Background: an optimization exercise with open tools, aiming at small area and few clock cycles per item. Do not read the settings as production practice. In this exercise RTL edits were held to simulation tests only and were not proved equivalent to the original. Power figures rest on the tool's default switching activity, not on a simulated workload.

===== design/flow/flow/run.sh =====
#!/bin/bash
# Layout flow: the standard ORFS flow (standard.sh), with these changes:
#  - synthesis maps with an area-oriented ABC script (flow/abc_area.script)
#    instead of ORFS's delay-oriented one; everything else in synthesis,
#    including the register mapping and naming, is the standard synthesis;
#  - yosys's full/half-adder extraction is skipped (ADDER_MAP_FILE empty), so
#    ABC maps all of the logic;
#  - port buffers use sky130_fd_sc_hd__buf_1.
# ORFS's scripts are copied unchanged into ./scripts_local except for
# abc_area.script. Each tool's output goes to the ORFS logs under orfs/logs;
# make's own output goes to ./flow_make.log.
set -euo pipefail
W=$(pwd)
rm -rf "$W/scripts_local"
cp -r "$FLOW_HOME/scripts" "$W/scripts_local"
chmod -R u+w "$W/scripts_local"
cp "$W/flow/abc_area.script" "$W/scripts_local/abc_area.script"
bash "$W/standard.sh" "SCRIPTS_DIR=$W/scripts_local" "ADDER_MAP_FILE=" \
  "BUFFER_PORTS_ARGS=-buffer_cell sky130_fd_sc_hd__buf_1" finish > "$W/flow_make.log" 2>&1

===== design/flow/flow/abc_area.script =====
strash
ifraig
dch -f
amap -F 100 -A 100
topo

===== design/flow/standard.sh =====
#!/bin/bash
# synth_recipe.tcl (not shown) runs the flow's synth.tcl, then flattens the netlist and writes it again
# the make line also repeats each setting of config.mk as NAME=value (left out here)
make -C /OpenROAD-flow-scripts/flow DESIGN_CONFIG=/design/flow/config.mk WORK_HOME=/design/flow/orfs CLKGATE_MAP_FILE= SYNTH_SCRIPT=/design/flow/synth_recipe.tcl "${@:-finish}"

===== design/flow/config.mk =====
export PLATFORM = sky130hd
export DESIGN_NAME = RSA_TOP
export DESIGN_NICKNAME = RSA_TOP
export VERILOG_FILES = /design/flow/design.v
export SDC_FILE = /design/flow/constraint.sdc
export NUM_CORES = 4
export LEC_CHECK = 0
export ABC_AREA = 1
export CAP_MARGIN = 20
export CORE_MARGIN = 2
export CORE_UTILIZATION = 75
export CTS_BUF_LIST = sky130_fd_sc_hd__clkbuf_4
export SLEW_MARGIN = 20

===== design/flow/constraint.sdc =====
create_clock -name core_clock -period 90.0 [get_ports {clk}]
set_input_delay 18.0000 -clock core_clock [delete_from_list [all_inputs] [get_ports {clk}]]
set_output_delay 18.0000 -clock core_clock [all_outputs]
set_load 0.01 [all_outputs]

===== design/flow/design.v =====
module RSA_IP (
    IN_P, IN_Q, IN_E,
    S_SEL, L_SEL, E1, E3, E5
);
input  [3:0] IN_P, IN_Q;
input  [7:0] IN_E;
output [2:0] S_SEL;
output [1:0] L_SEL;
output       E1, E3;
output [1:0] E5;
tab_pair u_pair (.x({IN_Q, IN_P}), .y({L_SEL, S_SEL}));
tab_e35  u_e35  (.x(IN_E[6:1]), .y({E5, E3}));
assign E1 = IN_E[1];
endmodule
module tab_e35 (input [5:0] x, output [2:0] y);
  wire new_n10, new_n11, new_n12, new_n13, new_n14, new_n15, new_n16, new_n17, new_n18, new_n19, new_n20, new_n21, new_n22, new_n23, new_n24, new_n25, new_n26, new_n27, new_n28, new_n29, new_n30, new_n31, new_n32, new_n33, new_n34, new_n35, new_n36, new_n37, new_n39, new_n40, new_n41, new_n42, new_n43, new_n44, new_n45, new_n46, new_n47, new_n48, new_n50, new_n51, new_n52, new_n53, new_n54, new_n55, new_n56;
  assign new_n10 = x[2] & ~x[4];
  assign new_n11 = ~x[0] & new_n10;
  assign new_n12 = ~x[2] & x[4];
  assign new_n13 = x[0] & new_n12;
  assign new_n14 = x[0] & ~new_n10;
  assign new_n15 = ~new_n12 & ~new_n14;
  assign new_n16 = ~new_n13 & ~new_n15;
  assign new_n17 = ~x[2] & new_n16;
  assign new_n18 = ~new_n11 & ~new_n17;
  assign new_n19 = x[2] & ~new_n14;
  assign new_n20 = ~new_n12 & ~new_n19;
  assign new_n21 = ~x[1] & x[3];
  assign new_n22 = ~x[5] & new_n21;
  assign new_n23 = x[1] & ~x[3];
  assign new_n24 = ~new_n21 & ~new_n23;
  assign new_n25 = x[5] & ~new_n24;
  assign new_n26 = ~x[5] & ~new_n23;
  assign new_n27 = ~new_n25 & ~new_n26;
  assign new_n28 = ~x[3] & new_n27;
  assign new_n29 = ~new_n22 & ~new_n28;
  assign new_n30 = x[1] & new_n26;
  assign new_n31 = ~new_n25 & ~new_n30;
  assign new_n32 = new_n29 & new_n31;
  assign new_n33 = ~new_n20 & ~new_n32;
  assign new_n34 = new_n20 & new_n29;
  assign new_n35 = ~new_n33 & ~new_n34;
  assign new_n36 = new_n18 & ~new_n35;
  assign new_n37 = ~new_n18 & new_n31;
  assign y[0] = ~new_n36 & ~new_n37;
  assign new_n39 = ~new_n15 & new_n27;
  assign new_n40 = x[5] & new_n23;
  assign new_n41 = new_n15 & new_n40;
  assign new_n42 = ~new_n21 & ~new_n26;
  assign new_n43 = new_n11 & ~new_n22;
  assign new_n44 = ~new_n42 & new_n43;
  assign new_n45 = ~new_n41 & ~new_n44;
  assign new_n46 = ~new_n39 & new_n45;
  assign new_n47 = ~new_n11 & ~new_n13;
  assign new_n48 = new_n22 & new_n47;
  assign y[1] = ~new_n46 | new_n48;
  assign new_n50 = new_n43 & new_n46;
  assign new_n51 = ~new_n11 & new_n41;
  assign new_n52 = new_n16 & ~new_n42;
  assign new_n53 = new_n13 & new_n42;
  assign new_n54 = ~new_n44 & ~new_n53;
  assign new_n55 = ~new_n52 & new_n54;
  assign new_n56 = ~new_n51 & new_n55;
  assign y[2] = new_n50 | ~new_n56;
endmodule
module tab_pair (input [7:0] x, output [4:0] y);
  wire new_n14, new_n15, new_n16, new_n17, new_n18, new_n19, new_n20, new_n21, new_n22, new_n23, new_n24, new_n25, new_n26, new_n27, new_n28, new_n29, new_n30, new_n31, new_n32, new_n34, new_n35, new_n36, new_n37, new_n38, new_n39, new_n40, new_n41, new_n42, new_n43, new_n44, new_n45, new_n46, new_n47, new_n48, new_n49, new_n50, new_n51, new_n52, new_n53, new_n54, new_n56, new_n57, new_n60, new_n61;
  assign new_n14 = x[1] & x[2];
  assign new_n15 = ~x[7] & ~new_n14;
  assign new_n16 = x[5] & new_n15;
  assign new_n17 = x[3] & ~new_n16;
  assign new_n18 = x[5] & x[6];
  assign new_n19 = x[1] & ~new_n18;
  assign new_n20 = x[7] & ~new_n19;
  assign new_n21 = ~x[2] & x[6];
  assign new_n22 = ~x[3] & ~x[7];
  assign new_n23 = x[2] & ~x[6];
  assign new_n24 = new_n22 & ~new_n23;
  assign new_n25 = ~new_n21 & new_n24;
  assign new_n26 = ~x[5] & ~x[6];
  assign new_n27 = ~x[1] & ~x[2];
  assign new_n28 = ~new_n26 & ~new_n27;
  assign new_n29 = x[0] & x[4];
  assign new_n30 = new_n28 & new_n29;
  assign new_n31 = ~new_n25 & new_n30;
  assign new_n32 = ~new_n20 & new_n31;
  assign y[0] = ~new_n17 & new_n32;
  assign new_n34 = ~x[3] & ~new_n18;
  assign new_n35 = ~x[2] & ~x[3];
  assign new_n36 = x[1] & ~new_n35;
  assign new_n37 = ~new_n34 & ~new_n36;
  assign new_n38 = new_n15 & ~new_n37;
  assign new_n39 = ~x[2] & ~x[5];
  assign new_n40 = ~x[1] & ~x[6];
  assign new_n41 = ~new_n39 & ~new_n40;
  assign new_n42 = ~new_n15 & new_n41;
  assign new_n43 = ~new_n34 & new_n42;
  assign new_n44 = ~x[6] & ~x[7];
  assign new_n45 = ~x[4] & ~new_n44;
  assign new_n46 = ~x[0] & ~new_n35;
  assign new_n47 = new_n28 & ~new_n46;
  assign new_n48 = ~new_n45 & new_n47;
  assign new_n49 = ~new_n43 & new_n48;
  assign new_n50 = ~new_n38 & new_n49;
  assign new_n51 = x[3] & x[7];
  assign new_n52 = x[2] & ~new_n51;
  assign new_n53 = ~new_n44 & new_n52;
  assign new_n54 = new_n50 & new_n53;
  assign y[4] = ~new_n22 & new_n49;
  assign new_n56 = ~x[7] & new_n21;
  assign new_n57 = y[4] & new_n56;
  assign y[1] = new_n54 | new_n57;
  assign y[2] = new_n50 & new_n51;
  assign new_n60 = ~x[3] & ~x[6];
  assign new_n61 = x[7] & new_n60;
  assign y[3] = new_n50 & ~new_n61;
endmodule
module RSA_TOP (
    clk, rst_n, in_valid,
    in_p, in_q, in_e, in_c,
    out_valid, out_m
);
input clk, rst_n, in_valid;
input [3:0] in_p, in_q;
input [7:0] in_e, in_c;
output out_valid;
output [7:0] out_m;
function [4:0] add4;
	input [3:0] a, b;
	input ci;
	integer i;
	reg cy;
	begin
		cy = ci;
		for (i = 0; i < 4; i = i + 1) begin
			add4[i] = a[i] ^ b[i] ^ cy;
			cy = (a[i] & b[i]) | (cy & (a[i] ^ b[i]));
		end
		add4[4] = cy;
	end
endfunction
reg  [2:0] cnt;
always @(posedge clk, negedge rst_n) begin
	if (!rst_n)
		cnt <= 3'd0;
	else
		cnt <= {in_valid & (cnt[2] ^ (cnt[1] & cnt[0])),
		        in_valid & (cnt[1] ^ cnt[0]),
		        in_valid & ~cnt[0]};
end
wire       first = ~(cnt[2] | cnt[1] | cnt[0]);
wire [2:0] k_s;
wire [1:0] k_l;
wire       k_e1, k_e3;
wire [1:0] k_e5;
RSA_IP U0 (.IN_P(in_p), .IN_Q(in_q), .IN_E(in_e),
           .S_SEL(k_s), .L_SEL(k_l), .E1(k_e1), .E3(k_e3), .E5(k_e5));
reg  [8:0] key_r;
wire [8:0] key = first ? {k_s, k_l, k_e1, k_e3, k_e5} : key_r;
always @(posedge clk) key_r <= key;
wire [2:0] s_sel = key[8:6];
wire [1:0] l_sel = key[5:4];
wire       e1    = key[3];
wire       e3    = key[2];
wire [1:0] e5    = key[1:0];
wire [7:0] c = in_c;
wire [1:0] r3;
wire [2:0] r5, r7, y5, y7;
wire [3:0] r11, r13, y11, y13;
tab_r3    u_r3    (.x(c), .y(r3));
tab_r5    u_r5    (.x(c), .y(r5));
tab_r7    u_r7    (.x(c), .y(r7));
tab_r1113 u_r1113 (.x(c), .y({r13, r11}));
tab_p5    u_p5    (.x({e1, r5}), .y(y5));
tab_p7    u_p7    (.x({e3, r7}), .y(y7));
tab_p11   u_p11   (.x({e5, r11}), .y(y11));
tab_p13   u_p13   (.x({e1, e3, r13}), .y(y13));
reg [3:0] ys, yl, sv;
always @(*) begin
	case (s_sel)
		3'd0:    begin ys = {3'd0, c[0]}; sv = 4'd2;  end
		3'd1:    begin ys = {2'd0, r3};   sv = 4'd3;  end
		3'd2:    begin ys = {1'd0, y5};   sv = 4'd5;  end
		3'd3:    begin ys = {1'd0, y7};   sv = 4'd7;  end
		default: begin ys = y11;          sv = 4'd11; end
	endcase
	case (l_sel)
		2'd0:    yl = {1'd0, y5};
		2'd1:    yl = {1'd0, y7};
		2'd2:    yl = y11;
		default: yl = y13;
	endcase
end
wire [3:0] ylm;                                   
tab_ymod u_ymod (.x({s_sel, yl}), .y(ylm));
wire [4:0] df = add4(ys, ~ylm, 1'b1);             
wire [4:0] da = add4(df[3:0], sv, 1'b0);
wire [3:0] s  = df[4] ? df[3:0] : da[3:0];        
wire [7:0] lg;                                    
tab_lg u_lg (.x({s_sel, l_sel, s}), .y(lg));
wire [4:0] lo = add4(lg[3:0], yl, 1'b0);
wire [3:0] hi;
assign hi[0] = lg[4] ^ lo[4];
assign hi[1] = lg[5] ^ (lg[4] & lo[4]);
assign hi[2] = lg[6] ^ (lg[5] & lg[4] & lo[4]);
assign hi[3] = lg[7] ^ (lg[6] & lg[5] & lg[4] & lo[4]);
wire [7:0] m  = {hi, lo[3:0]};
assign out_valid = in_valid & rst_n;
assign out_m     = out_valid ? m : 8'd0;
endmodule
module tab_r3 (input [7:0] x, output [1:0] y);
  wire new_n11, new_n12, new_n13, new_n14, new_n15, new_n16, new_n17, new_n18, new_n19, new_n20, new_n21, new_n22, new_n23, new_n24, new_n25, new_n26, new_n27, new_n28, new_n29, new_n30, new_n31, new_n32, new_n33, new_n34, new_n35, new_n36, new_n37, new_n38, new_n39, new_n40, new_n41, new_n42, new_n44, new_n45, new_n46, new_n47, new_n48, new_n49, new_n50;
  assign new_n11 = x[1] & x[3];
  assign new_n12 = ~x[0] & ~new_n11;
  assign new_n13 = ~x[1] & ~x[3];
  assign new_n14 = x[0] & ~new_n13;
  assign new_n15 = ~new_n12 & ~new_n14;
  assign new_n16 = x[4] & x[6];
  assign new_n17 = ~x[5] & ~x[7];
  assign new_n18 = new_n16 & new_n17;
  assign new_n19 = ~x[4] & ~x[6];
  assign new_n20 = x[5] & x[7];
  assign new_n21 = ~new_n17 & ~new_n20;
  assign new_n22 = new_n19 & new_n21;
  assign new_n23 = ~new_n18 & ~new_n22;
  assign new_n24 = x[2] & ~new_n23;
  assign new_n25 = x[5] & ~new_n16;
  assign new_n26 = ~new_n19 & ~new_n25;
  assign new_n27 = x[2] & ~x[7];
  assign new_n28 = new_n26 & new_n27;
  assign new_n29 = new_n23 & ~new_n28;
  assign new_n30 = ~x[7] & new_n29;
  assign new_n31 = ~x[2] & ~new_n26;
  assign new_n32 = new_n30 & new_n31;
  assign new_n33 = ~new_n24 & ~new_n32;
  assign new_n34 = ~new_n15 & ~new_n33;
  assign new_n35 = x[0] & new_n11;
  assign new_n36 = new_n12 & ~new_n13;
  assign new_n37 = ~new_n35 & ~new_n36;
  assign new_n38 = ~new_n30 & new_n37;
  assign new_n39 = ~new_n15 & new_n37;
  assign new_n40 = new_n29 & ~new_n39;
  assign new_n41 = ~new_n38 & ~new_n40;
  assign new_n42 = new_n33 & ~new_n41;
  assign y[0] = ~new_n34 & ~new_n42;
  assign new_n44 = ~new_n15 & new_n29;
  assign new_n45 = ~new_n30 & ~new_n39;
  assign new_n46 = ~new_n44 & ~new_n45;
  assign new_n47 = new_n33 & ~new_n46;
  assign new_n48 = ~x[7] & new_n35;
  assign new_n49 = ~new_n36 & ~new_n48;
  assign new_n50 = ~new_n33 & new_n49;
  assign y[1] = ~new_n47 & ~new_n50;
endmodule
module tab_r5 (input [7:0] x, output [2:0] y);
  wire new_n12, new_n13, new_n14, new_n15, new_n16, new_n17, new_n18, new_n19, new_n20, new_n21, new_n22, new_n23, new_n24, new_n25, new_n26, new_n27, new_n28, new_n29, new_n30, new_n31, new_n32, new_n33, new_n34, new_n35, new_n36, new_n37, new_n38, new_n39, new_n40, new_n41, new_n42, new_n43, new_n44, new_n45, new_n46, new_n47, new_n48, new_n49, new_n50, new_n51, new_n52, new_n53, new_n54, new_n55, new_n56, new_n57, new_n58, new_n59, new_n61, new_n62, new_n63, new_n64, new_n65, new_n67;
  assign new_n12 = ~x[0] & x[2];
  assign new_n13 = x[0] & ~x[2];
  assign new_n14 = ~new_n12 & ~new_n13;
  assign new_n15 = x[4] & ~x[6];
  assign new_n16 = ~x[5] & ~new_n15;
  assign new_n17 = x[5] & new_n15;
  assign new_n18 = ~new_n16 & ~new_n17;
  assign new_n19 = ~x[7] & new_n18;
  assign new_n20 = x[1] & ~x[3];
  assign new_n21 = ~x[1] & x[3];
  assign new_n22 = ~new_n20 & ~new_n21;
  assign new_n23 = ~new_n19 & new_n22;
  assign new_n24 = ~x[6] & new_n16;
  assign new_n25 = x[7] & ~new_n24;
  assign new_n26 = ~x[5] & ~x[7];
  assign new_n27 = new_n23 & new_n26;
  assign new_n28 = ~x[4] & x[6];
  assign new_n29 = new_n20 & ~new_n26;
  assign new_n30 = ~new_n28 & new_n29;
  assign new_n31 = ~x[7] & new_n21;
  assign new_n32 = new_n18 & new_n31;
  assign new_n33 = ~new_n30 & ~new_n32;
  assign new_n34 = ~new_n27 & new_n33;
  assign new_n35 = ~new_n25 & new_n34;
  assign new_n36 = new_n23 & new_n35;
  assign new_n37 = new_n27 & new_n28;
  assign new_n38 = ~x[1] & ~x[5];
  assign new_n39 = new_n28 & ~new_n38;
  assign new_n40 = ~new_n28 & new_n38;
  assign new_n41 = ~new_n39 & ~new_n40;
  assign new_n42 = new_n31 & ~new_n41;
  assign new_n43 = new_n19 & new_n20;
  assign new_n44 = ~new_n42 & ~new_n43;
  assign new_n45 = ~new_n37 & new_n44;
  assign new_n46 = ~new_n36 & new_n45;
  assign new_n47 = ~new_n14 & ~new_n46;
  assign new_n48 = ~x[0] & x[7];
  assign new_n49 = ~new_n15 & ~new_n48;
  assign new_n50 = new_n41 & new_n49;
  assign new_n51 = new_n34 & ~new_n50;
  assign new_n52 = new_n14 & new_n51;
  assign new_n53 = ~new_n12 & ~new_n52;
  assign new_n54 = new_n35 & new_n53;
  assign new_n55 = new_n47 & new_n54;
  assign new_n56 = ~new_n12 & new_n46;
  assign new_n57 = ~new_n25 & ~new_n34;
  assign new_n58 = ~new_n47 & new_n57;
  assign new_n59 = ~new_n56 & new_n58;
  assign y[2] = new_n55 | new_n59;
  assign new_n61 = ~new_n46 & new_n53;
  assign new_n62 = ~new_n14 & ~new_n51;
  assign new_n63 = ~new_n52 & ~new_n62;
  assign new_n64 = ~new_n25 & ~new_n63;
  assign new_n65 = ~new_n61 & new_n64;
  assign y[0] = ~y[2] & new_n65;
  assign new_n67 = new_n46 & ~new_n54;
  assign y[1] = ~new_n61 & ~new_n67;
endmodule
module tab_r7 (input [7:0] x, output [2:0] y);
  wire new_n12, new_n13, new_n14, new_n15, new_n16, new_n17, new_n18, new_n19, new_n20, new_n21, new_n22, new_n23, new_n24, new_n25, new_n26, new_n27, new_n28, new_n29, new_n30, new_n31, new_n32, new_n33, new_n34, new_n35, new_n36, new_n37, new_n38, new_n39, new_n40, new_n41, new_n42, new_n43, new_n44, new_n45, new_n46, new_n47, new_n48, new_n49, new_n50, new_n52, new_n53, new_n55, new_n56;
  assign new_n12 = ~x[4] & ~x[5];
  assign new_n13 = ~x[6] & new_n12;
  assign new_n14 = x[7] & ~new_n13;
  assign new_n15 = x[2] & x[7];
  assign new_n16 = ~x[2] & ~x[5];
  assign new_n17 = x[3] & x[6];
  assign new_n18 = ~x[3] & ~x[6];
  assign new_n19 = x[0] & ~new_n18;
  assign new_n20 = ~new_n17 & ~new_n19;
  assign new_n21 = x[1] & ~new_n20;
  assign new_n22 = new_n16 & ~new_n21;
  assign new_n23 = x[2] & x[5];
  assign new_n24 = x[0] & new_n17;
  assign new_n25 = ~x[1] & ~new_n24;
  assign new_n26 = ~x[0] & new_n18;
  assign new_n27 = ~new_n25 & ~new_n26;
  assign new_n28 = ~new_n16 & new_n27;
  assign new_n29 = ~new_n23 & ~new_n28;
  assign new_n30 = new_n23 & new_n27;
  assign new_n31 = ~new_n29 & ~new_n30;
  assign new_n32 = ~new_n22 & ~new_n31;
  assign new_n33 = x[4] & new_n32;
  assign new_n34 = ~new_n15 & ~new_n33;
  assign new_n35 = new_n20 & ~new_n26;
  assign new_n36 = ~new_n24 & ~new_n35;
  assign new_n37 = ~new_n29 & ~new_n36;
  assign new_n38 = new_n29 & new_n36;
  assign new_n39 = ~new_n37 & ~new_n38;
  assign new_n40 = ~new_n34 & new_n39;
  assign new_n41 = ~new_n14 & ~new_n40;
  assign new_n42 = ~x[1] & new_n20;
  assign new_n43 = ~new_n21 & ~new_n42;
  assign new_n44 = ~new_n37 & ~new_n43;
  assign new_n45 = ~new_n21 & new_n28;
  assign new_n46 = ~new_n44 & ~new_n45;
  assign new_n47 = ~x[4] & ~x[7];
  assign new_n48 = new_n46 & ~new_n47;
  assign new_n49 = new_n32 & new_n48;
  assign new_n50 = ~new_n39 & ~new_n49;
  assign y[0] = new_n41 & ~new_n50;
  assign new_n52 = ~new_n46 & new_n47;
  assign new_n53 = ~new_n48 & ~new_n52;
  assign y[1] = new_n41 & new_n53;
  assign new_n55 = ~new_n32 & ~new_n48;
  assign new_n56 = ~new_n49 & ~new_n55;
  assign y[2] = new_n41 & new_n56;
endmodule
module tab_r1113 (input [7:0] x, output [7:0] y);
  wire new_n17, new_n18, new_n19, new_n20, new_n21, new_n22, new_n23, new_n24, new_n25, new_n26, new_n27, new_n28, new_n29, new_n30, new_n31, new_n32, new_n33, new_n34, new_n35, new_n36, new_n37, new_n38, new_n39, new_n40, new_n41, new_n42, new_n43, new_n44, new_n45, new_n46, new_n47, new_n48, new_n49, new_n50, new_n51, new_n52, new_n53, new_n54, new_n55, new_n56, new_n57, new_n58, new_n59, new_n60, new_n61, new_n62, new_n63, new_n64, new_n65, new_n66, new_n67, new_n68, new_n69, new_n70, new_n71, new_n73, new_n74, new_n75, new_n76, new_n77, new_n78, new_n79, new_n80, new_n81, new_n83, new_n84, new_n85, new_n86, new_n87, new_n88, new_n89, new_n91, new_n92, new_n93, new_n94, new_n95, new_n97, new_n98, new_n99, new_n100, new_n101, new_n102, new_n103, new_n104, new_n105, new_n106, new_n107, new_n108, new_n109, new_n110, new_n111, new_n112, new_n113, new_n114, new_n115, new_n116, new_n117, new_n118, new_n119, new_n120, new_n121, new_n122, new_n123, new_n124, new_n125, new_n126, new_n127, new_n128, new_n129, new_n130, new_n131, new_n132, new_n133, new_n134, new_n135, new_n136, new_n137, new_n139, new_n140, new_n141, new_n142, new_n143, new_n144, new_n145, new_n146, new_n147, new_n148, new_n149, new_n150, new_n151, new_n152, new_n153, new_n155, new_n156, new_n157, new_n158, new_n159, new_n160, new_n161, new_n162, new_n163, new_n164, new_n165, new_n166, new_n167, new_n168, new_n169, new_n170, new_n171, new_n173, new_n174, new_n175, new_n176, new_n177, new_n178, new_n179, new_n180, new_n181, new_n182, new_n183, new_n184;
  assign new_n17 = x[1] & ~x[5];
  assign new_n18 = x[0] & ~x[6];
  assign new_n19 = new_n17 & new_n18;
  assign new_n20 = x[3] & ~new_n19;
  assign new_n21 = x[1] & ~x[6];
  assign new_n22 = ~x[1] & x[6];
  assign new_n23 = ~x[0] & x[5];
  assign new_n24 = ~new_n22 & ~new_n23;
  assign new_n25 = ~new_n21 & ~new_n24;
  assign new_n26 = new_n20 & ~new_n25;
  assign new_n27 = x[7] & new_n26;
  assign new_n28 = x[0] & ~x[5];
  assign new_n29 = new_n22 & ~new_n28;
  assign new_n30 = x[3] & new_n29;
  assign new_n31 = x[2] & ~new_n30;
  assign new_n32 = ~new_n27 & new_n31;
  assign new_n33 = new_n21 & ~new_n23;
  assign new_n34 = x[4] & ~new_n33;
  assign new_n35 = ~new_n25 & ~new_n34;
  assign new_n36 = ~x[7] & ~new_n20;
  assign new_n37 = new_n35 & new_n36;
  assign new_n38 = ~new_n32 & ~new_n37;
  assign new_n39 = ~x[4] & ~new_n38;
  assign new_n40 = x[3] & new_n39;
  assign new_n41 = x[2] & new_n35;
  assign new_n42 = ~x[3] & ~new_n41;
  assign new_n43 = ~new_n39 & new_n42;
  assign new_n44 = ~new_n40 & ~new_n43;
  assign new_n45 = ~new_n23 & ~new_n28;
  assign new_n46 = ~new_n44 & new_n45;
  assign new_n47 = x[1] & ~x[4];
  assign new_n48 = ~new_n29 & ~new_n47;
  assign new_n49 = x[2] & new_n48;
  assign new_n50 = new_n42 & new_n49;
  assign new_n51 = x[3] & new_n41;
  assign new_n52 = new_n28 & new_n35;
  assign new_n53 = new_n48 & ~new_n52;
  assign new_n54 = ~x[2] & ~x[3];
  assign new_n55 = x[3] & new_n23;
  assign new_n56 = ~new_n54 & ~new_n55;
  assign new_n57 = ~new_n53 & ~new_n56;
  assign new_n58 = ~new_n51 & ~new_n57;
  assign new_n59 = ~new_n50 & new_n58;
  assign new_n60 = ~x[2] & x[3];
  assign new_n61 = ~new_n35 & new_n60;
  assign new_n62 = new_n38 & ~new_n61;
  assign new_n63 = ~x[0] & x[4];
  assign new_n64 = ~new_n62 & new_n63;
  assign new_n65 = ~new_n59 & new_n64;
  assign new_n66 = new_n44 & ~new_n45;
  assign new_n67 = ~new_n65 & new_n66;
  assign new_n68 = ~new_n46 & ~new_n67;
  assign new_n69 = ~x[4] & ~x[5];
  assign new_n70 = ~x[6] & new_n69;
  assign new_n71 = x[7] & ~new_n70;
  assign y[0] = ~new_n68 & ~new_n71;
  assign new_n73 = ~new_n23 & ~new_n46;
  assign new_n74 = ~x[4] & ~new_n40;
  assign new_n75 = ~new_n21 & ~new_n22;
  assign new_n76 = new_n74 & new_n75;
  assign new_n77 = ~new_n74 & ~new_n75;
  assign new_n78 = ~new_n76 & ~new_n77;
  assign new_n79 = new_n73 & ~new_n78;
  assign new_n80 = ~new_n73 & new_n78;
  assign new_n81 = ~new_n71 & ~new_n80;
  assign y[1] = ~new_n79 & new_n81;
  assign new_n83 = ~x[4] & ~x[7];
  assign new_n84 = new_n59 & ~new_n83;
  assign new_n85 = ~new_n41 & ~new_n61;
  assign new_n86 = ~new_n71 & new_n85;
  assign new_n87 = new_n84 & new_n86;
  assign new_n88 = ~new_n26 & new_n83;
  assign new_n89 = ~new_n85 & new_n88;
  assign y[2] = new_n87 | new_n89;
  assign new_n91 = x[4] & ~x[7];
  assign new_n92 = ~new_n62 & ~new_n91;
  assign new_n93 = ~new_n70 & ~new_n83;
  assign new_n94 = new_n62 & new_n93;
  assign new_n95 = ~new_n92 & ~new_n94;
  assign y[3] = ~new_n84 & new_n95;
  assign new_n97 = x[3] & x[5];
  assign new_n98 = ~x[3] & ~x[5];
  assign new_n99 = ~new_n97 & ~new_n98;
  assign new_n100 = ~new_n17 & new_n99;
  assign new_n101 = ~x[2] & new_n100;
  assign new_n102 = x[2] & ~new_n99;
  assign new_n103 = ~x[0] & x[6];
  assign new_n104 = x[3] & ~new_n103;
  assign new_n105 = ~x[1] & x[2];
  assign new_n106 = ~new_n18 & new_n105;
  assign new_n107 = ~new_n104 & new_n106;
  assign new_n108 = new_n102 & ~new_n107;
  assign new_n109 = ~x[1] & x[5];
  assign new_n110 = ~new_n60 & ~new_n109;
  assign new_n111 = ~new_n97 & new_n103;
  assign new_n112 = ~new_n110 & new_n111;
  assign new_n113 = ~new_n108 & ~new_n112;
  assign new_n114 = ~new_n101 & new_n113;
  assign new_n115 = ~x[7] & ~new_n114;
  assign new_n116 = x[3] & new_n17;
  assign new_n117 = ~new_n32 & new_n116;
  assign new_n118 = ~x[7] & ~new_n103;
  assign new_n119 = new_n54 & ~new_n118;
  assign new_n120 = ~x[1] & new_n119;
  assign new_n121 = ~x[7] & new_n18;
  assign new_n122 = ~new_n109 & new_n121;
  assign new_n123 = x[2] & new_n100;
  assign new_n124 = ~new_n122 & new_n123;
  assign new_n125 = ~new_n120 & ~new_n124;
  assign new_n126 = ~new_n117 & new_n125;
  assign new_n127 = ~new_n115 & ~new_n126;
  assign new_n128 = ~x[4] & ~new_n127;
  assign new_n129 = ~new_n98 & ~new_n101;
  assign new_n130 = ~new_n18 & ~new_n103;
  assign new_n131 = ~new_n129 & new_n130;
  assign new_n132 = ~new_n112 & ~new_n130;
  assign new_n133 = new_n129 & new_n132;
  assign new_n134 = ~new_n131 & ~new_n133;
  assign new_n135 = ~new_n128 & new_n134;
  assign new_n136 = new_n128 & ~new_n134;
  assign new_n137 = ~new_n71 & ~new_n136;
  assign y[4] = ~new_n135 & new_n137;
  assign new_n139 = ~new_n127 & new_n134;
  assign new_n140 = x[4] & ~new_n139;
  assign new_n141 = ~x[7] & ~new_n140;
  assign new_n142 = ~new_n103 & ~new_n139;
  assign new_n143 = ~new_n18 & ~new_n142;
  assign new_n144 = ~new_n17 & ~new_n109;
  assign new_n145 = new_n143 & ~new_n144;
  assign new_n146 = ~new_n120 & new_n143;
  assign new_n147 = new_n144 & ~new_n146;
  assign new_n148 = ~new_n145 & ~new_n147;
  assign new_n149 = new_n141 & ~new_n148;
  assign new_n150 = ~new_n141 & new_n148;
  assign new_n151 = x[0] & new_n119;
  assign new_n152 = ~new_n71 & ~new_n151;
  assign new_n153 = ~new_n150 & new_n152;
  assign y[5] = ~new_n149 & new_n153;
  assign new_n155 = x[3] & y[2];
  assign new_n156 = ~new_n93 & new_n127;
  assign new_n157 = ~new_n97 & ~new_n102;
  assign new_n158 = ~new_n71 & ~new_n157;
  assign new_n159 = ~new_n115 & new_n158;
  assign new_n160 = ~new_n156 & ~new_n159;
  assign new_n161 = ~new_n155 & ~new_n160;
  assign new_n162 = ~y[5] & new_n161;
  assign new_n163 = ~x[2] & ~new_n109;
  assign new_n164 = ~new_n17 & new_n103;
  assign new_n165 = new_n163 & ~new_n164;
  assign new_n166 = x[5] & new_n33;
  assign new_n167 = new_n103 & new_n105;
  assign new_n168 = ~x[4] & ~new_n167;
  assign new_n169 = ~new_n166 & new_n168;
  assign new_n170 = ~new_n165 & new_n169;
  assign new_n171 = new_n115 & ~new_n170;
  assign y[7] = new_n156 | new_n171;
  assign new_n173 = x[7] & new_n87;
  assign new_n174 = ~new_n115 & ~new_n173;
  assign new_n175 = ~y[7] & ~new_n174;
  assign new_n176 = x[1] & ~new_n100;
  assign new_n177 = ~new_n18 & ~new_n176;
  assign new_n178 = new_n163 & ~new_n177;
  assign new_n179 = ~new_n103 & new_n116;
  assign new_n180 = ~new_n107 & ~new_n179;
  assign new_n181 = ~new_n178 & new_n180;
  assign new_n182 = new_n91 & ~new_n181;
  assign new_n183 = ~new_n127 & new_n182;
  assign new_n184 = ~new_n175 & ~new_n183;
  assign y[6] = new_n162 | ~new_n184;
endmodule
module tab_p5 (input [3:0] x, output [2:0] y);
  wire new_n8, new_n9, new_n10, new_n11, new_n14;
  assign new_n8 = x[1] & x[3];
  assign new_n9 = ~x[0] & ~new_n8;
  assign new_n10 = x[0] & new_n8;
  assign new_n11 = ~x[2] & ~new_n10;
  assign y[0] = ~new_n9 & new_n11;
  assign y[1] = x[1] & ~x[2];
  assign new_n14 = ~x[0] & ~x[1];
  assign y[2] = x[2] & new_n14;
endmodule
module tab_p7 (input [3:0] x, output [2:0] y);
  wire new_n8, new_n10, new_n11, new_n12, new_n13, new_n15, new_n16, new_n17;
  assign new_n8 = x[1] & x[2];
  assign y[0] = x[0] & ~new_n8;
  assign new_n10 = x[0] & new_n8;
  assign new_n11 = ~x[2] & x[3];
  assign new_n12 = ~x[1] & ~x[3];
  assign new_n13 = ~new_n11 & ~new_n12;
  assign y[1] = ~new_n10 & new_n13;
  assign new_n15 = ~x[1] & x[3];
  assign new_n16 = ~x[2] & ~x[3];
  assign new_n17 = ~new_n15 & ~new_n16;
  assign y[2] = ~new_n10 & new_n17;
endmodule
module tab_p11 (input [5:0] x, output [3:0] y);
  wire new_n11, new_n12, new_n13, new_n14, new_n15, new_n16, new_n17, new_n18, new_n19, new_n20, new_n21, new_n22, new_n23, new_n24, new_n25, new_n26, new_n27, new_n28, new_n29, new_n31, new_n32, new_n33, new_n34, new_n35, new_n36, new_n37, new_n38, new_n40, new_n41, new_n42, new_n43, new_n44, new_n45, new_n46, new_n47, new_n48, new_n49, new_n51, new_n52, new_n53;
  assign new_n11 = ~x[0] & ~x[2];
  assign new_n12 = x[2] & ~x[4];
  assign new_n13 = x[0] & ~new_n12;
  assign new_n14 = ~x[0] & new_n12;
  assign new_n15 = ~new_n13 & ~new_n14;
  assign new_n16 = x[2] & ~new_n15;
  assign new_n17 = ~new_n11 & ~new_n16;
  assign new_n18 = ~x[5] & ~new_n17;
  assign new_n19 = ~x[3] & x[4];
  assign new_n20 = ~x[1] & ~x[4];
  assign new_n21 = ~new_n19 & ~new_n20;
  assign new_n22 = ~x[2] & new_n21;
  assign new_n23 = ~x[1] & ~x[3];
  assign new_n24 = ~new_n11 & new_n23;
  assign new_n25 = x[5] & ~new_n24;
  assign new_n26 = ~new_n22 & new_n25;
  assign new_n27 = ~x[1] & ~x[2];
  assign new_n28 = x[3] & ~new_n27;
  assign new_n29 = ~new_n26 & ~new_n28;
  assign y[0] = ~new_n18 & new_n29;
  assign new_n31 = x[5] & ~new_n15;
  assign new_n32 = ~x[2] & new_n23;
  assign new_n33 = x[5] & ~new_n32;
  assign new_n34 = x[1] & x[2];
  assign new_n35 = ~new_n21 & ~new_n34;
  assign new_n36 = ~new_n33 & new_n35;
  assign new_n37 = ~new_n31 & ~new_n36;
  assign new_n38 = ~new_n11 & new_n28;
  assign y[1] = new_n37 & ~new_n38;
  assign new_n40 = ~new_n28 & ~new_n32;
  assign new_n41 = ~x[0] & ~x[1];
  assign new_n42 = x[0] & x[1];
  assign new_n43 = ~new_n41 & ~new_n42;
  assign new_n44 = ~x[5] & new_n43;
  assign new_n45 = ~x[4] & ~new_n43;
  assign new_n46 = ~new_n44 & ~new_n45;
  assign new_n47 = x[2] & ~new_n46;
  assign new_n48 = ~x[2] & new_n46;
  assign new_n49 = ~new_n47 & ~new_n48;
  assign y[2] = new_n40 & ~new_n49;
  assign new_n51 = new_n11 & new_n28;
  assign new_n52 = ~new_n37 & new_n40;
  assign new_n53 = new_n49 & new_n52;
  assign y[3] = new_n51 | new_n53;
endmodule
module tab_p13 (input [5:0] x, output [3:0] y);
  wire new_n11, new_n12, new_n13, new_n14, new_n15, new_n16, new_n17, new_n18, new_n19, new_n21, new_n22, new_n23, new_n24, new_n25, new_n26, new_n27, new_n28, new_n29, new_n30, new_n31, new_n32, new_n33, new_n34, new_n35, new_n37, new_n38, new_n39, new_n40, new_n41, new_n42, new_n43, new_n45, new_n46, new_n47, new_n48, new_n49, new_n50, new_n51;
  assign new_n11 = x[1] & x[3];
  assign new_n12 = x[0] & x[2];
  assign new_n13 = ~new_n11 & ~new_n12;
  assign new_n14 = x[5] & ~new_n13;
  assign new_n15 = ~x[1] & ~x[3];
  assign new_n16 = x[5] & ~new_n15;
  assign new_n17 = ~x[0] & ~new_n16;
  assign new_n18 = x[2] & x[3];
  assign new_n19 = ~new_n17 & ~new_n18;
  assign y[0] = ~new_n14 & new_n19;
  assign new_n21 = x[0] & ~x[2];
  assign new_n22 = ~x[2] & ~x[4];
  assign new_n23 = ~x[0] & x[2];
  assign new_n24 = x[4] & new_n23;
  assign new_n25 = x[0] & ~x[3];
  assign new_n26 = ~x[0] & x[3];
  assign new_n27 = ~new_n25 & ~new_n26;
  assign new_n28 = ~new_n24 & new_n27;
  assign new_n29 = ~new_n22 & new_n28;
  assign new_n30 = new_n21 & new_n29;
  assign new_n31 = x[1] & new_n22;
  assign new_n32 = x[1] & ~new_n21;
  assign new_n33 = ~new_n24 & ~new_n32;
  assign new_n34 = ~x[3] & ~new_n33;
  assign new_n35 = ~new_n31 & ~new_n34;
  assign y[1] = new_n30 | ~new_n35;
  assign new_n37 = x[1] & x[4];
  assign new_n38 = ~new_n28 & ~new_n37;
  assign new_n39 = ~new_n29 & ~new_n38;
  assign new_n40 = y[0] & new_n39;
  assign new_n41 = x[1] & ~new_n22;
  assign new_n42 = ~new_n28 & ~new_n41;
  assign new_n43 = ~y[0] & new_n42;
  assign y[3] = new_n40 | new_n43;
  assign new_n45 = ~new_n26 & ~new_n37;
  assign new_n46 = ~x[2] & ~new_n45;
  assign new_n47 = x[2] & ~x[3];
  assign new_n48 = ~new_n37 & new_n47;
  assign new_n49 = ~new_n46 & ~new_n48;
  assign new_n50 = ~y[3] & ~new_n49;
  assign new_n51 = new_n18 & y[3];
  assign y[2] = new_n50 | new_n51;
endmodule
module tab_ymod (input [6:0] x, output [3:0] y);
  wire new_n12, new_n13, new_n14, new_n15, new_n16, new_n17, new_n18, new_n19, new_n20, new_n21, new_n22, new_n23, new_n24, new_n25, new_n26, new_n27, new_n28, new_n29, new_n30, new_n31, new_n32, new_n33, new_n34, new_n35, new_n36, new_n37, new_n38, new_n39, new_n40, new_n41, new_n42, new_n44, new_n45, new_n46, new_n47, new_n48, new_n49, new_n50, new_n51, new_n52, new_n53, new_n54, new_n55, new_n56, new_n57, new_n58, new_n59, new_n60, new_n61, new_n63, new_n64, new_n65, new_n66, new_n68;
  assign new_n12 = ~x[4] & ~x[5];
  assign new_n13 = ~x[1] & x[4];
  assign new_n14 = x[1] & ~x[4];
  assign new_n15 = x[2] & ~x[5];
  assign new_n16 = ~new_n14 & ~new_n15;
  assign new_n17 = ~new_n13 & new_n16;
  assign new_n18 = x[3] & ~new_n17;
  assign new_n19 = new_n12 & ~new_n18;
  assign new_n20 = x[1] & x[3];
  assign new_n21 = ~x[5] & ~new_n20;
  assign new_n22 = ~x[2] & ~x[6];
  assign new_n23 = ~new_n21 & new_n22;
  assign new_n24 = ~new_n19 & ~new_n23;
  assign new_n25 = ~new_n12 & ~new_n14;
  assign new_n26 = ~new_n24 & ~new_n25;
  assign new_n27 = ~x[1] & new_n15;
  assign new_n28 = ~x[3] & new_n25;
  assign new_n29 = ~new_n27 & new_n28;
  assign new_n30 = ~new_n26 & ~new_n29;
  assign new_n31 = x[0] & new_n30;
  assign new_n32 = ~x[3] & ~x[6];
  assign new_n33 = ~new_n17 & new_n32;
  assign new_n34 = new_n24 & ~new_n33;
  assign new_n35 = x[6] & new_n12;
  assign new_n36 = x[5] & ~x[6];
  assign new_n37 = x[4] & new_n36;
  assign new_n38 = ~new_n35 & ~new_n37;
  assign new_n39 = ~x[1] & ~new_n38;
  assign new_n40 = new_n34 & ~new_n39;
  assign new_n41 = ~x[0] & ~new_n30;
  assign new_n42 = ~new_n40 & ~new_n41;
  assign y[0] = ~new_n31 & new_n42;
  assign new_n44 = ~x[2] & x[3];
  assign new_n45 = ~x[6] & new_n44;
  assign new_n46 = new_n24 & new_n45;
  assign new_n47 = ~x[1] & new_n36;
  assign new_n48 = x[3] & new_n38;
  assign new_n49 = new_n47 & new_n48;
  assign new_n50 = ~x[3] & ~new_n38;
  assign new_n51 = x[2] & ~new_n50;
  assign new_n52 = ~new_n12 & new_n32;
  assign new_n53 = new_n38 & ~new_n52;
  assign new_n54 = x[1] & ~new_n53;
  assign new_n55 = ~new_n51 & new_n54;
  assign new_n56 = ~new_n49 & ~new_n55;
  assign new_n57 = ~new_n46 & new_n56;
  assign new_n58 = new_n31 & ~new_n57;
  assign new_n59 = x[0] & new_n34;
  assign new_n60 = ~new_n31 & new_n57;
  assign new_n61 = ~new_n59 & ~new_n60;
  assign y[1] = ~new_n58 & new_n61;
  assign new_n63 = ~new_n47 & ~new_n50;
  assign new_n64 = x[2] & ~new_n48;
  assign new_n65 = ~new_n63 & new_n64;
  assign new_n66 = ~new_n58 & ~new_n65;
  assign y[2] = ~new_n59 & ~new_n66;
  assign new_n68 = new_n35 & new_n44;
  assign y[3] = ~new_n31 & new_n68;
endmodule
module tab_lg (input [8:0] x, output [7:0] y);
  wire new_n18, new_n19, new_n20, new_n21, new_n22, new_n23, new_n24, new_n25, new_n26, new_n27, new_n28, new_n29, new_n30, new_n31, new_n32, new_n33, new_n34, new_n35, new_n36, new_n37, new_n38, new_n39, new_n40, new_n41, new_n42, new_n43, new_n44, new_n45, new_n46, new_n47, new_n48, new_n49, new_n50, new_n51, new_n52, new_n53, new_n54, new_n55, new_n56, new_n57, new_n58, new_n59, new_n60, new_n61, new_n62, new_n63, new_n64, new_n65, new_n66, new_n67, new_n68, new_n69, new_n70, new_n71, new_n72, new_n73, new_n74, new_n76, new_n77, new_n78, new_n79, new_n80, new_n81, new_n82, new_n83, new_n84, new_n85, new_n86, new_n87, new_n88, new_n89, new_n90, new_n91, new_n92, new_n93, new_n94, new_n95, new_n96, new_n97, new_n98, new_n99, new_n100, new_n101, new_n102, new_n103, new_n104, new_n106, new_n107, new_n108, new_n109, new_n110, new_n111, new_n113, new_n114, new_n115, new_n116, new_n117, new_n118, new_n119, new_n120, new_n121, new_n122, new_n124, new_n125, new_n126, new_n127, new_n129, new_n130, new_n131, new_n132, new_n133, new_n134, new_n135, new_n136, new_n138, new_n139, new_n140, new_n142, new_n143, new_n144, new_n145, new_n146;
  assign new_n18 = x[0] & ~x[1];
  assign new_n19 = ~x[0] & x[1];
  assign new_n20 = ~new_n18 & ~new_n19;
  assign new_n21 = ~x[0] & x[2];
  assign new_n22 = x[0] & ~x[6];
  assign new_n23 = ~new_n21 & ~new_n22;
  assign new_n24 = new_n20 & new_n23;
  assign new_n25 = x[0] & x[7];
  assign new_n26 = x[1] & ~x[6];
  assign new_n27 = ~x[8] & new_n26;
  assign new_n28 = ~new_n25 & new_n27;
  assign new_n29 = ~new_n24 & ~new_n28;
  assign new_n30 = ~x[0] & ~x[7];
  assign new_n31 = ~new_n25 & ~new_n30;
  assign new_n32 = x[4] & ~new_n26;
  assign new_n33 = ~new_n31 & new_n32;
  assign new_n34 = new_n29 & ~new_n33;
  assign new_n35 = x[5] & ~new_n34;
  assign new_n36 = x[4] & new_n30;
  assign new_n37 = ~x[3] & ~x[8];
  assign new_n38 = x[4] & ~x[6];
  assign new_n39 = x[7] & ~new_n38;
  assign new_n40 = ~x[5] & new_n39;
  assign new_n41 = new_n37 & ~new_n40;
  assign new_n42 = ~new_n36 & ~new_n41;
  assign new_n43 = x[1] & ~x[7];
  assign new_n44 = ~x[4] & x[6];
  assign new_n45 = new_n43 & ~new_n44;
  assign new_n46 = ~new_n20 & ~new_n45;
  assign new_n47 = ~x[5] & ~new_n46;
  assign new_n48 = ~x[2] & x[6];
  assign new_n49 = ~x[4] & new_n48;
  assign new_n50 = ~new_n43 & new_n49;
  assign new_n51 = x[7] & new_n44;
  assign new_n52 = x[2] & ~new_n51;
  assign new_n53 = ~new_n50 & ~new_n52;
  assign new_n54 = ~new_n47 & new_n53;
  assign new_n55 = ~new_n42 & new_n54;
  assign new_n56 = x[8] & new_n38;
  assign new_n57 = ~new_n51 & ~new_n56;
  assign new_n58 = x[5] & ~new_n57;
  assign new_n59 = x[7] & x[8];
  assign new_n60 = ~x[3] & ~new_n59;
  assign new_n61 = new_n58 & new_n60;
  assign new_n62 = x[7] & ~new_n22;
  assign new_n63 = ~new_n48 & new_n62;
  assign new_n64 = x[0] & ~x[2];
  assign new_n65 = ~x[7] & new_n48;
  assign new_n66 = ~new_n64 & ~new_n65;
  assign new_n67 = ~new_n63 & new_n66;
  assign new_n68 = new_n37 & ~new_n67;
  assign new_n69 = ~new_n61 & ~new_n68;
  assign new_n70 = x[5] & ~new_n69;
  assign new_n71 = ~x[1] & ~x[7];
  assign new_n72 = x[4] & ~new_n71;
  assign new_n73 = new_n70 & new_n72;
  assign new_n74 = ~new_n55 & ~new_n73;
  assign y[0] = ~new_n35 & ~new_n74;
  assign new_n76 = ~x[0] & ~x[8];
  assign new_n77 = x[0] & x[8];
  assign new_n78 = ~new_n76 & ~new_n77;
  assign new_n79 = x[1] & ~new_n78;
  assign new_n80 = x[2] & ~new_n22;
  assign new_n81 = ~new_n44 & new_n80;
  assign new_n82 = new_n25 & new_n38;
  assign new_n83 = ~new_n49 & ~new_n82;
  assign new_n84 = ~new_n81 & new_n83;
  assign new_n85 = ~new_n76 & ~new_n84;
  assign new_n86 = ~new_n79 & ~new_n85;
  assign new_n87 = x[1] & ~new_n84;
  assign new_n88 = ~new_n86 & ~new_n87;
  assign new_n89 = new_n70 & new_n88;
  assign new_n90 = ~new_n21 & ~new_n64;
  assign new_n91 = new_n61 & ~new_n90;
  assign new_n92 = ~new_n89 & ~new_n91;
  assign new_n93 = ~x[2] & ~new_n38;
  assign new_n94 = x[1] & ~new_n93;
  assign new_n95 = new_n92 & ~new_n94;
  assign new_n96 = ~new_n92 & new_n94;
  assign new_n97 = ~new_n95 & ~new_n96;
  assign new_n98 = x[3] & x[8];
  assign new_n99 = x[1] & x[7];
  assign new_n100 = ~x[2] & ~new_n99;
  assign new_n101 = ~new_n98 & new_n100;
  assign new_n102 = ~x[6] & new_n55;
  assign new_n103 = ~new_n70 & ~new_n102;
  assign new_n104 = ~new_n101 & ~new_n103;
  assign y[5] = ~new_n97 & new_n104;
  assign new_n106 = x[5] & ~y[5];
  assign new_n107 = ~new_n74 & ~new_n106;
  assign new_n108 = x[4] & new_n107;
  assign new_n109 = new_n31 & new_n108;
  assign new_n110 = new_n64 & new_n71;
  assign new_n111 = new_n58 & new_n110;
  assign y[7] = new_n92 & new_n111;
  assign new_n113 = ~new_n109 & ~y[7];
  assign new_n114 = ~new_n31 & ~new_n38;
  assign new_n115 = x[4] & ~new_n62;
  assign new_n116 = ~new_n39 & ~new_n115;
  assign new_n117 = ~new_n114 & ~new_n116;
  assign new_n118 = new_n29 & ~new_n40;
  assign new_n119 = ~new_n69 & new_n118;
  assign new_n120 = x[4] & new_n119;
  assign new_n121 = new_n89 & ~new_n120;
  assign new_n122 = new_n119 & ~new_n121;
  assign y[3] = ~new_n107 & new_n122;
  assign new_n124 = ~new_n117 & y[3];
  assign new_n125 = new_n92 & ~new_n124;
  assign new_n126 = ~new_n113 & new_n125;
  assign new_n127 = new_n113 & ~new_n125;
  assign y[1] = new_n126 | new_n127;
  assign new_n129 = ~x[5] & new_n55;
  assign new_n130 = ~new_n120 & ~new_n129;
  assign new_n131 = ~new_n89 & ~new_n130;
  assign new_n132 = ~new_n121 & ~new_n131;
  assign new_n133 = ~y[5] & new_n132;
  assign new_n134 = x[4] & new_n132;
  assign new_n135 = x[0] & y[5];
  assign new_n136 = ~new_n134 & new_n135;
  assign y[2] = ~new_n133 & ~new_n136;
  assign new_n138 = ~x[5] & new_n120;
  assign new_n139 = ~new_n108 & ~new_n138;
  assign new_n140 = ~y[1] & ~new_n139;
  assign y[4] = new_n89 | new_n140;
  assign new_n142 = ~y[0] & ~new_n88;
  assign new_n143 = y[1] & new_n142;
  assign new_n144 = ~new_n42 & ~new_n143;
  assign new_n145 = new_n70 & ~new_n144;
  assign new_n146 = new_n69 & y[0];
  assign y[6] = new_n145 | new_n146;
endmodule

==> run notes <==
Yosys cell counts (2+ instances only):
cell,number,area share (%)
or2_0,5,1.0
a221oi_1,4,1.1
o221a_1,2,0.73
nor4_1,4,0.81
dfxtp_1,9,5.8
o22ai_1,27,5.5
o32a_1,2,0.65
o221ai_1,5,1.4
nor3_1,20,3.2
a31oi_1,18,3.6
a222oi_1,3,0.97
clkinv_1,80,9.7
o32ai_1,10,2.8
nand2b_1,2,0.40
nand3_1,11,1.8
nand2_1,48,5.8
o21ai_0,81,13
o31a_1,2,0.57
nor2b_1,6,1.2
nor2_1,119,14
o31ai_1,3,0.73
a21o_1,3,0.73
o21a_1,2,0.48
a22oi_1,2,0.48
a21oi_1,59,9.5
o311ai_0,4,1.1
dfrtp_1,3,2.4
a211oi_1,6,1.5
o22a_1,6,1.7
o2111ai_1,2,0.57
or3_1,4,0.81
o211ai_1,7,1.7
sequential cells by signal (all words and copies together), names as in the netlist:
signal  cells
key_r       9
cnt         3
power breakdown:
part / internal [mW] / switching (mW) / leakage, nW / total [mW]
logic: 0.0223 / 0.0466 / 0.939 / 0.0689
clock network: 0.00160 / 0.00181 / 0.0154 / 0.00342
registers: 0.00608 / 0.000239 / 0.114 / 0.00632
total: 0.0300 / 0.0486 / 1.07 / 0.0787
layout make-up:
class                           count  area [sq um]
Multi-Input combinational cell    480          2540
Timing Repair Buffer               35           139
Clock buffer                        3          22.5
Inverter                           80           300
Fill cell                         296           677
Tap cell                           50          62.6
Sequential cell                    12           255
Clock inverter                      1          3.75
cell families (layout without fill, tap and decap cells):
kind of cell	after synthesis	in the layout	synth area share, %
AND/OR/NAND/NOR	224	224	30.8
AO/OA/AOI/OAI	254	254	50.7
XOR/XNOR	2	2	0.566
flip-flops	12	12	8.25
buffers and inverters	80	119	9.70
stage by stage:
stage / instance area, sq um / util, % / hold WS [ns]
after floorplan: 3100 / - / 0.430
after global placement: 3300 / 82.4 / 0.447
after detailed placement: 3300 / 82.4 / 0.462
after CTS: 3320 / 83.1 / 0.472
after global routing: 3320 / 83.1 / 0.492
final: 3320 / 83.1 / 0.471
path summary, 6_finish.rpt:
path / end / slack, ns / depth (start not counted)
worst max register to register: key_r[4] / 87.46 / 5
max in group asynchronous: cnt[0] / 72.32 / 1
min in group asynchronous: cnt[0] / 17.52 / 1
worst min register to register: cnt[0] / 0.47 / 1
worst min-delay path: cnt[0] / 0.47 / 1
worst max-delay path: out_m[7] / 39.90 / 71
layer usage:
metal	global-route usage, %	vias to the layer above	part of all wire (%)
li1	-	2213	-
met1	52.0	1982	39
met2	70.5	345	45
met3	3.95	66	13
met4	17.8	0	3.6
met5	0	-	0
worst max-delay path, delay by kind of cell:
family / cells / cell delay, ns
compound gates: 37 / 8.09
simple gates: 21 / 3.34
buf+inv: 13 / 2.65
==> results.sh <==
export IMPL_clk_pin_slew_worst_paths_ns=0.08
export IMPL_slew_viol_final=0
export IMPL_grt_pass1_vias=3739
export IMPL_p_leak_nw=1.07
export IMPL_slowest_stage="a222oi_1"
export IMPL_clk_latency_ns=0.27
export IMPL_track_usage_pct=41.1
export IMPL_dieArea_sq_mm=0.00466
export IMPL_slew_limit_headroom_pct=37.4
export IMPL_wire_per_inst_um=14.7
export IMPL_startpoint_type="input pin"
export IMPL_num_antenna_cells=0
export IMPL_grt_pass1_wl_mm=15.2
export IMPL_ctsHoldBuffers=0
export IMPL_cp_startpoint="in_c[5]"
export IMPL_critical_path_required_ns=72.00
export IMPL_synth_area_sq_mm=0.00310
export IMPL_cts_htree_levels=1
export IMPL_rsz0062_at_grt="false"
export IMPL_ys_async_sr_fraction_pct=25.0
export IMPL_dp_slack_ns=40.52
export IMPL_cts_resized_gates=0
export IMPL_final_cells=661
export IMPL_slowest_delay_ns=0.62
export IMPL_grt_max_degree=18
export IMPL_drt_iter0_markers=481
export IMPL_synth_cell_types=45
export IMPL_fin_ws_ns=39.90
export IMPL_fin_crit_sh_pct=55.7
export IMPL_power_mw=0.0787
export IMPL_syn_nets=599
export IMPL_ant_nets=0
export IMPL_path_max_fanout=15
export IMPL_cts_made_buffers=3
export IMPL_syn2layout_area_growth_pct=7.36
export IMPL_nets=639
export IMPL_cp_arrival_ns=32.10
export IMPL_finalCriticalPeriod_ns=50.10
export IMPL_io_pins=36
export IMPL_cts_root_buf="clkbuf_4"
export IMPL_num_vias=4606
export IMPL_fin_worst_skew_ns=0.00692
export IMPL_critical_path_most_common_cell="nor2_1"
export IMPL_dp_hpwl_mm=7.56
export IMPL_viasPerCell=6.97
export IMPL_initial_core_util_pct=77.4
export IMPL_cts_tree="built"
export IMPL_min_from="cnt[0]"
export IMPL_overflow=0
export IMPL_synth_main_ff_cell="dfxtp_1"
export IMPL_maxCapViolations=0
export IMPL_wl_mm=9.71
export IMPL_synth_seq_area_share_pct=8.25
export IMPL_grt_antenna_before_repair=0
export IMPL_power_per_cell_area_mw_per_mm2=23.7
export IMPL_regToRegStartpoint="cnt[2]"
export IMPL_die_w_um=68.2
export IMPL_cp_end_kind="primary output"
export IMPL_ys_warn_count=1
export IMPL_tightest_slew_ns=0.939
export IMPL_ir_drop_mv=0.0219
export IMPL_tns_ns=0
export IMPL_drive_above_1_share_pct=0.818
export IMPL_die_h_um=68.2
export IMPL_placedCellCount=657
export IMPL_setup_viol=0
export IMPL_rows=23
export IMPL_synthCells=572
export IMPL_drt_pre_antenna_iters=7
export IMPL_layout_commonest_cell="nor2_1"
export IMPL_min_path_type="register to register"
export IMPL_clock_path_buffers=2
export IMPL_fmax_mhz=20.0
export IMPL_finalHoldViolCount=0
export IMPL_port_buffers=33
export IMPL_final_cell_mix="nor2_1, o21ai_0, clkinv_1, a21oi_1, nand2_1"
export IMPL_place_congestion=1.07
export IMPL_cts_setup_buffers=0
export IMPL_cts_sinks=12
export IMPL_status="timing/DRC/antenna clean"
export IMPL_drc_errors=0
export IMPL_synth_edf_count=0
export IMPL_synth_area_per_cell_sq_um=5.41
export IMPL_synth_seq_cells=12
export IMPL_coreArea_sq_mm=0.00400
export IMPL_worstSetupPathType="input pin to primary output"
Testbench counts, summed over its fixed seeds: cycles 2,560, items 2,560.

-- separate check: timing with driven ports --
Ports are ideal in the flow. The routed layout listed here was re-timed in OpenROAD.
Step 1 (the two cells are an assumption about what drives the block):
set clk [get_ports {clk}]
set_driving_cell -lib_cell sky130_fd_sc_hd__clkbuf_16 $clk
set_driving_cell -lib_cell sky130_fd_sc_hd__buf_2 [delete_from_list [all_inputs] $clk]
Step 2, shift: input delay + t, output delay - t, t = (earliest + latest rising clock arrival at the registers) / 2. This alone moves slack from input paths to output paths.
a / b / c = ideal / step 1 / step 2; a / b = the first two.
shift t [ns]: 0.291
slack for setup (ns): 39.896 / 39.869 / 39.869
worst data-port slew with drivers (ns): 0.03
After both steps this run still meets setup and hold. For this run, drivers alone change the setup slack by -0.027 ns; drivers and shift together by -0.027 ns.
